Context: an optimization exercise on an open-source flow, tuned for small area. The choices shown serve that exercise and are no tape-out recipe.
In this exercise RTL edits were held to simulation tests only and were not proved equivalent to the original.
Power figures rest on the tool's default switching activity, not on a simulated workload.

==> flow/design.v <==
module in_pair #(
    parameter WIDTH = 64
) (
    input clk, reset,
    input send,                  
    input rd,                    
    input [WIDTH-1:0] dataIn,
    output ready,                
    output intFull,              
    output [WIDTH-1:0] intData   
);
    reg extFull, intFullR;
    reg [WIDTH-1:0] extMem, intMem;
    assign ready   = ~extFull;
    assign intFull = intFullR;
    assign intData = intMem;
    always @(posedge clk) begin
        if (reset) begin
            extFull  <= 1'b0;
            intFullR <= 1'b0;
        end else begin
            intFullR <= extFull | send;
            extFull  <= intFullR & ~rd;
        end
    end
    always @(posedge clk) begin
        intMem <= extFull ? extMem : dataIn;
        extMem <= intMem;
    end
endmodule
module out_pair #(
    parameter WIDTH = 64
) (
    input clk, reset,
    input ready,                 
    input wr0, wr1,              
    input [WIDTH-1:0] dataIn0, dataIn1,
    output send,                 
    output intEmpty,             
    output [WIDTH-1:0] extData   
);
    reg extFull, intFullR;
    reg [WIDTH-1:0] extMem, intMem;
    assign send     = extFull & ready;
    assign intEmpty = ~intFullR;
    assign extData  = extMem;
    always @(posedge clk) begin
        if (reset) begin
            extFull  <= 1'b0;
            intFullR <= 1'b0;
        end else begin
            extFull  <= intFullR | wr0 | wr1;
            intFullR <= extFull & ~ready;
        end
    end
    always @(posedge clk) begin
        extMem <= ({WIDTH{intFullR}} & intMem) | ({WIDTH{wr0}} & dataIn0) | ({WIDTH{wr1}} & dataIn1);
        intMem <= extMem;
    end
endmodule
module rotating_prioritizer (
    input clk, reset,
    input req0, req1,
    output grant0, grant1
);
    reg priInt, priExt;
    assign grant0 = req0 & (~req1 | priInt);
    assign grant1 = req1 & (~req0 | ~priInt);
    always @(posedge clk) begin
        if (reset) begin
            priInt <= 1'b1;
            priExt <= 1'b1;
        end else begin
            priInt <= priExt;
            priExt <= ~(req0 & req1 & priInt);
        end
    end
endmodule
module cardinal_router
#(
    parameter PACKET_SIZE = 64
)
(
    input clk, reset,                     
    output polarity,
    input cwsi,                          
    output cwri,                         
    input [PACKET_SIZE - 1:0] cwdi,      
    input ccwsi,                         
    output ccwri,                        
    input [PACKET_SIZE - 1:0] ccwdi,     
    input pesi,                          
    output peri,                         
    input [PACKET_SIZE - 1:0] pedi,      
    output cwso,                         
    input cwro,                          
    output [PACKET_SIZE - 1:0] cwdo,     
    output ccwso,                        
    input ccwro,                         
    output [PACKET_SIZE - 1:0] ccwdo,    
    output peso,                         
    input pero,                          
    output [PACKET_SIZE - 1:0] pedo      
);
    reg polarityReg;
    assign polarity = polarityReg;
    always @(posedge clk) begin
        if (reset) polarityReg <= 1'b0;
        else       polarityReg <= ~polarityReg;
    end
    wire fullCwi, fullCcwi, fullPei;
    wire rdCwi, rdCcwi, rdPei;
    wire [PACKET_SIZE - 1:0] dataCwi, dataCcwi, dataPei;
    in_pair #(PACKET_SIZE) bufCwi  (.clk(clk), .reset(reset), .send(cwsi),  .rd(rdCwi),  .dataIn(cwdi),
                                    .ready(cwri),  .intFull(fullCwi),  .intData(dataCwi));
    in_pair #(PACKET_SIZE) bufCcwi (.clk(clk), .reset(reset), .send(ccwsi), .rd(rdCcwi), .dataIn(ccwdi),
                                    .ready(ccwri), .intFull(fullCcwi), .intData(dataCcwi));
    in_pair #(PACKET_SIZE) bufPei  (.clk(clk), .reset(reset), .send(pesi),  .rd(rdPei),  .dataIn(pedi),
                                    .ready(peri),  .intFull(fullPei),  .intData(dataPei));
    wire emptyCwo, emptyCcwo, emptyPeo;
    wire reqCwiCwo   = fullCwi  &  dataCwi[48]  & emptyCwo;
    wire reqCwiPeo   = fullCwi  & ~dataCwi[48]  & emptyPeo;
    wire reqCcwiCcwo = fullCcwi &  dataCcwi[48] & emptyCcwo;
    wire reqCcwiPeo  = fullCcwi & ~dataCcwi[48] & emptyPeo;
    wire reqPeiCwo   = fullPei  & ~dataPei[62]  & emptyCwo;
    wire reqPeiCcwo  = fullPei  &  dataPei[62]  & emptyCcwo;
    wire grantCwiCwo, grantPeiCwo, grantCcwiCcwo, grantPeiCcwo, grantCwiPeo, grantCcwiPeo;
    rotating_prioritizer arbiterCwo  (.clk(clk), .reset(reset), .req0(reqCwiCwo),   .req1(reqPeiCwo),
                                      .grant0(grantCwiCwo),   .grant1(grantPeiCwo));
    rotating_prioritizer arbiterCcwo (.clk(clk), .reset(reset), .req0(reqCcwiCcwo), .req1(reqPeiCcwo),
                                      .grant0(grantCcwiCcwo), .grant1(grantPeiCcwo));
    rotating_prioritizer arbiterPeo  (.clk(clk), .reset(reset), .req0(reqCwiPeo),   .req1(reqCcwiPeo),
                                      .grant0(grantCwiPeo),   .grant1(grantCcwiPeo));
    function [PACKET_SIZE - 2:0] hop;
        input [PACKET_SIZE - 1:0] p;
        begin
            hop = {p[63:56], p[55:49], p[47:0]};
        end
    endfunction
    wire [PACKET_SIZE - 2:0] dataOutCwo, dataOutCcwo, dataOutPeo;
    assign cwdo  = {dataOutCwo[62:55],  1'b0, dataOutCwo[54:0]};
    assign ccwdo = {dataOutCcwo[62:55], 1'b0, dataOutCcwo[54:0]};
    assign pedo  = {dataOutPeo[62:55],  1'b0, dataOutPeo[54:0]};
    out_pair #(PACKET_SIZE - 1) bufCwo  (.clk(clk), .reset(reset), .ready(cwro),  .wr0(grantCwiCwo),   .wr1(grantPeiCwo),  .dataIn0(hop(dataCwi)),  .dataIn1(hop(dataPei)),
                                     .send(cwso),  .intEmpty(emptyCwo),  .extData(dataOutCwo));
    out_pair #(PACKET_SIZE - 1) bufCcwo (.clk(clk), .reset(reset), .ready(ccwro), .wr0(grantCcwiCcwo), .wr1(grantPeiCcwo), .dataIn0(hop(dataCcwi)), .dataIn1(hop(dataPei)),
                                     .send(ccwso), .intEmpty(emptyCcwo), .extData(dataOutCcwo));
    out_pair #(PACKET_SIZE - 1) bufPeo  (.clk(clk), .reset(reset), .ready(pero),  .wr0(grantCwiPeo),   .wr1(grantCcwiPeo), .dataIn0(hop(dataCwi)),  .dataIn1(hop(dataCcwi)),
                                     .send(peso),  .intEmpty(emptyPeo),  .extData(dataOutPeo));
    assign rdCwi  = grantCwiCwo | grantCwiPeo;
    assign rdCcwi = grantCcwiCcwo | grantCcwiPeo;
    assign rdPei  = grantPeiCwo | grantPeiCcwo;
endmodule
==> flow/run.sh <==
#!/bin/bash
# synth_recipe.tcl (not shown) runs the flow's synth.tcl, then flattens the netlist and writes it again
# the make line also repeats each setting of config.mk as NAME=value (left out here)
make -C /OpenROAD-flow-scripts/flow DESIGN_CONFIG=/design/flow/config.mk WORK_HOME=/design/flow/orfs CLKGATE_MAP_FILE= SYNTH_SCRIPT=/design/flow/synth_recipe.tcl finish
==> flow/config.mk <==
export PLATFORM = sky130hd
export DESIGN_NAME = cardinal_router
export DESIGN_NICKNAME = cardinal_router
export VERILOG_FILES = /design/flow/design.v
export SDC_FILE = /design/flow/constraint.sdc
export NUM_CORES = 4
export LEC_CHECK = 0
export CAP_MARGIN = 20
export CORE_MARGIN = 2
export CORE_UTILIZATION = 40
export CTS_CLUSTER_DIAMETER = 100
export CTS_CLUSTER_SIZE = 30
export SLEW_MARGIN = 20
==> flow/constraint.sdc <==
create_clock -name core_clock -period 4.0 [get_ports {clk}]
set_input_delay 0.8000 -clock core_clock [delete_from_list [all_inputs] [get_ports {clk}]]
set_output_delay 0.8000 -clock core_clock [all_outputs]
set_load 0.01 [all_outputs]
==> run_results.csv <==
group,metric,value,unit
outcome,status,"timing/DRC/antenna clean",
placed_design,dp_hpwl,33800,um
detailed_routing,first_pass_iters,4,
critical_path,r2r_slack,1.79,ns
critical_path,endpoint,"cwri",
timing,fin_crit_sh,71.2,%
detailed_routing,vias_per_cell,5.00,
synth,synth.cell_area,21600,um2
detailed_routing,wl_per_cell,22.2,um
critical_path,critical_path.slowest_cell,"dfxtp_4",
pwr,p_leak,0.0104,uW
timing,worstMarginPinSlew,1.00,ns
floorplan,start_util,40.3,%
global_route,grt_overflow,0,
timing,timing.final.max_slew_violations,0,
critical_path,endpoint_kind,"output pin",
clocking,cts_tree,"done",
clocking,cts.sinks,779,
timing,grt_setup_unrepaired,"false",
placed_design,placed_area,26100,um2
detailed_routing,postRouteAntennaNets,0,
floorplan,die_w,237,um
critical_path,worstPathRequired,3.20,ns
cells_and_area,drive_gt1_share,14.3,%
timing,maxSlewHeadroom,33.2,%
critical_path,critPathLaunch,"bufCwi.extFull",
clocking,clkTransAtPathRegs,0.11,ns
clocking,clockRootBuffer,"clkbuf_16",
critical_path,max_stage_delay,0.81,ns
critical_path,start_kind,"register",
synth,synthCells,1482,
timing,hold_viol,0,
placed_design,portBuffers,394,
placed_design,dp_cells,2504,
clocking,postCtsSetupBuffers,0,
global_route,grt_usage,19.6,%
critical_path,rr_endpoint,"bufPeo.extMem[13]",
critical_path,cp.arrival,2.05,ns
placed_design,place_congestion,0.744,
timing,fmax,351,MHz
clocking,clk_path_buf_depth,3,
synth,synth.yosys.seq_area_share,72.1,%
clocking,h-tree-depth,1,
synth,synth_cell_types,30,
timing,tns,0,ns
clocking,cts_hold_buf,0,
critical_path,rr_worst_depth,4,
clocking,numCtsBuffers,30,
clocking,cts_resized,0,
cells_and_area,post-route-cell-area,26900,um2
floorplan,dieArea,56000,um2
cells_and_area,stdcell_count,2540,
critical_path,path_class,"reg -> out",
pwr,ir_worst_vdd,0.421,mV
global_route,grt_pass1_wl,83800,um
detailed_routing,drc,0,
floorplan,ios,399,
global_route,grt_pass1_vias,13100,
cells_and_area,nets,2040,
floorplan,die_h,237,um
floorplan,rows,85,
flow_run,maxCapViolCount,0,
global_route,grt_max_degree,67,
detailed_routing,wl,56400,um
synth,synth_seq_cells,779,
global_route,antenna_found_initial,8,
pwr,p_per_area,499,nW/um2
critical_path,r2r_start,"bufCcwi.intMem[48]",
critical_path,crit_chain,"inv_1 -> clkdlybuf4s50_1",
worst_hold_path,min_path_type,"reg -> reg",
synth,yosys_warnings,4,
clocking,clock_latency,0.62,ns
detailed_routing,dr_total_vias,12700,
timing,min_period,2.85,ns
detailed_routing,drtIter0Drc,657,
critical_path,worstPathMaxFanout,35,
critical_path,critPathBufInv,2,
critical_path,critPathTopFamily,"flip-flops",
synth,avgSynthCellArea,14.6,um2
critical_path,crit_cells,2,
floorplan,coreArea,53700,um2
timing,finalClockSkew,0.0315,ns
timing,setup_violations,0,
cells_and_area,layout-area-overhead-vs-synth,24.5,%
## cells by family (layout without fill, tap and decap cells)
logic type             after synthesis  count (layout)  share of synthesized area [%]
AOI/OAI and AO/OA                  197             197                           9.11
buffers and inverters               94             452                           2.51
DFF                                779             779                           72.1
muxes                              191             191                           9.94
other                                1               5                         0.0173
and+or+nand+nor                    220             220                           6.37
## synth_stat cells
cell      number  area (um2)
nand2_1        3        11.3
a221o_2        4        45.0
conb_1         1        3.75
clkbuf_1      32         120
buf_2         35         175
nor2_1         7        26.3
nand3_1        2        10.0
buf_4          7        52.6
nor3_2         1        10.0
or2_2          3        18.8
dfxtp_1      779       15600
inv_1          7        26.3
or4_2          1        8.76
a22o_1         1        8.76
nor4b_1        3        26.3
buf_8          6        90.1
o2111a_1       2        22.5
or4_1          1        7.51
nand2b_1       1        6.26
buf_6          7        78.8
mux2_2       191        2150
or4b_2         1        10.0
and2_1       190        1190
nor3b_1        5        37.5
a311oi_4       1        26.3
nand2b_2       1        8.76
a221o_1      184        1840
and3b_1        1        8.76
a31oi_1        1        6.26
a21oi_1        4        20.0
## layout make-up
type                       count  area (um2)
antenna                        2        5.00
clock buffer                  32         779
clock inverter                 2        37.5
fill                        4672       26800
inverter                       7        26.3
multi-input combinational    611        5550
sequential                   779       15600
tap                          696         871
timing repair buffer         411        4070
## sequential cells by signal, summed over array words and instances (netlist names), 63 cells and up
signal	flops
bufCcwi.extMem	64
bufCcwi.intMem	64
bufCwi.extMem	64
bufCwi.intMem	64
bufCcwo.extMem	63
bufCcwo.intMem	63
bufCwo.extMem	63
bufCwo.intMem	63
bufPei.extMem	63
bufPei.intMem	63
bufPeo.extMem	63
bufPeo.intMem	63
## worst min-delay path by stage
stage	startpoint	endpoint	slack [ns]	depth (start not counted)
2_1_floorplan	bufPei.intMem[0]	bufPei.extMem[0]	0.35	0
3_3_place_gp	bufCwo.extMem[21]	bufCwo.intMem[21]	0.33	0
3_5_place_dp	bufPeo.extMem[45]	bufPeo.intMem[45]	0.34	0
4_1_cts	bufPei.intMem[56]	bufPei.extMem[56]	0.34	0
5_1_grt	bufPei.intMem[56]	bufPei.extMem[56]	0.34	0
6_report	bufPei.intMem[56]	bufPei.extMem[56]	0.34	0
## through the flow
step                power [uW]  util, %  hold WS (ns)  setup slack, ns
floorplan                 9210        -         0.351             2.24
global placement          9920     48.6         0.334             1.16
detailed placement        9940     48.6         0.336             1.17
CTS                      13600     50.2         0.344             1.09
global route             14000     50.2         0.345             1.06
finish                   13400     50.2         0.342             1.15
## placed cells by master (no fill, tap or decap), types with 4 or more instances in the layout
| cell type | count |
|---|---|
| buf_4 | 17 |
| a21oi_1 | 4 |
| mux2_2 | 191 |
| nor2_1 | 7 |
| a221o_1 | 184 |
| dfxtp_1 | 773 |
| clkdlybuf4s50_1 | 394 |
| clkbuf_16 | 31 |
| and2_1 | 190 |
| a221o_2 | 4 |
| inv_1 | 7 |
## report_power, final
group / total [uW] / internal [uW] / switching, uW
Sequential: 8660 / 8360 / 301
Combinational: 1100 / 675 / 428
Clock: 3680 / 1410 / 2270
## per-layer routing
| metal | vias up | global-route usage, % | part of all wire [%] |
|---|---|---|---|
| li1 | 5913 | - | - |
| met1 | 6419 | 27.4 | 47 |
| met2 | 299 | 31.9 | 46 |
| met3 | 63 | 4.12 | 5.5 |
| met4 | 12 | 3.30 | 1.4 |
| met5 | - | 0 | 0.13 |

-- what the ideal ports hide --
The flow's constraints put no driver on any port. The routed layout listed below was extracted and timed again, unchanged, in two steps.
Step 1 assumes that a clkbuf_16 drives the clock port and a buf_2 every other input.
Step 2 also shifts input and output timing later by t, the mid clock arrival at the registers, as if the neighbouring blocks saw the same clock.
Slacks: ideal ports / drivers / drivers and shift; pairs: ideal ports / drivers.
shift t [ns]: 0.659
slack for setup (ns): 1.151 / 1.093 / 1.160
pins driven straight from the clock port: 1
After both steps this run still meets setup and hold. The setup slack of this run moves by -0.058 ns with the drivers and by +0.009 ns with both steps.
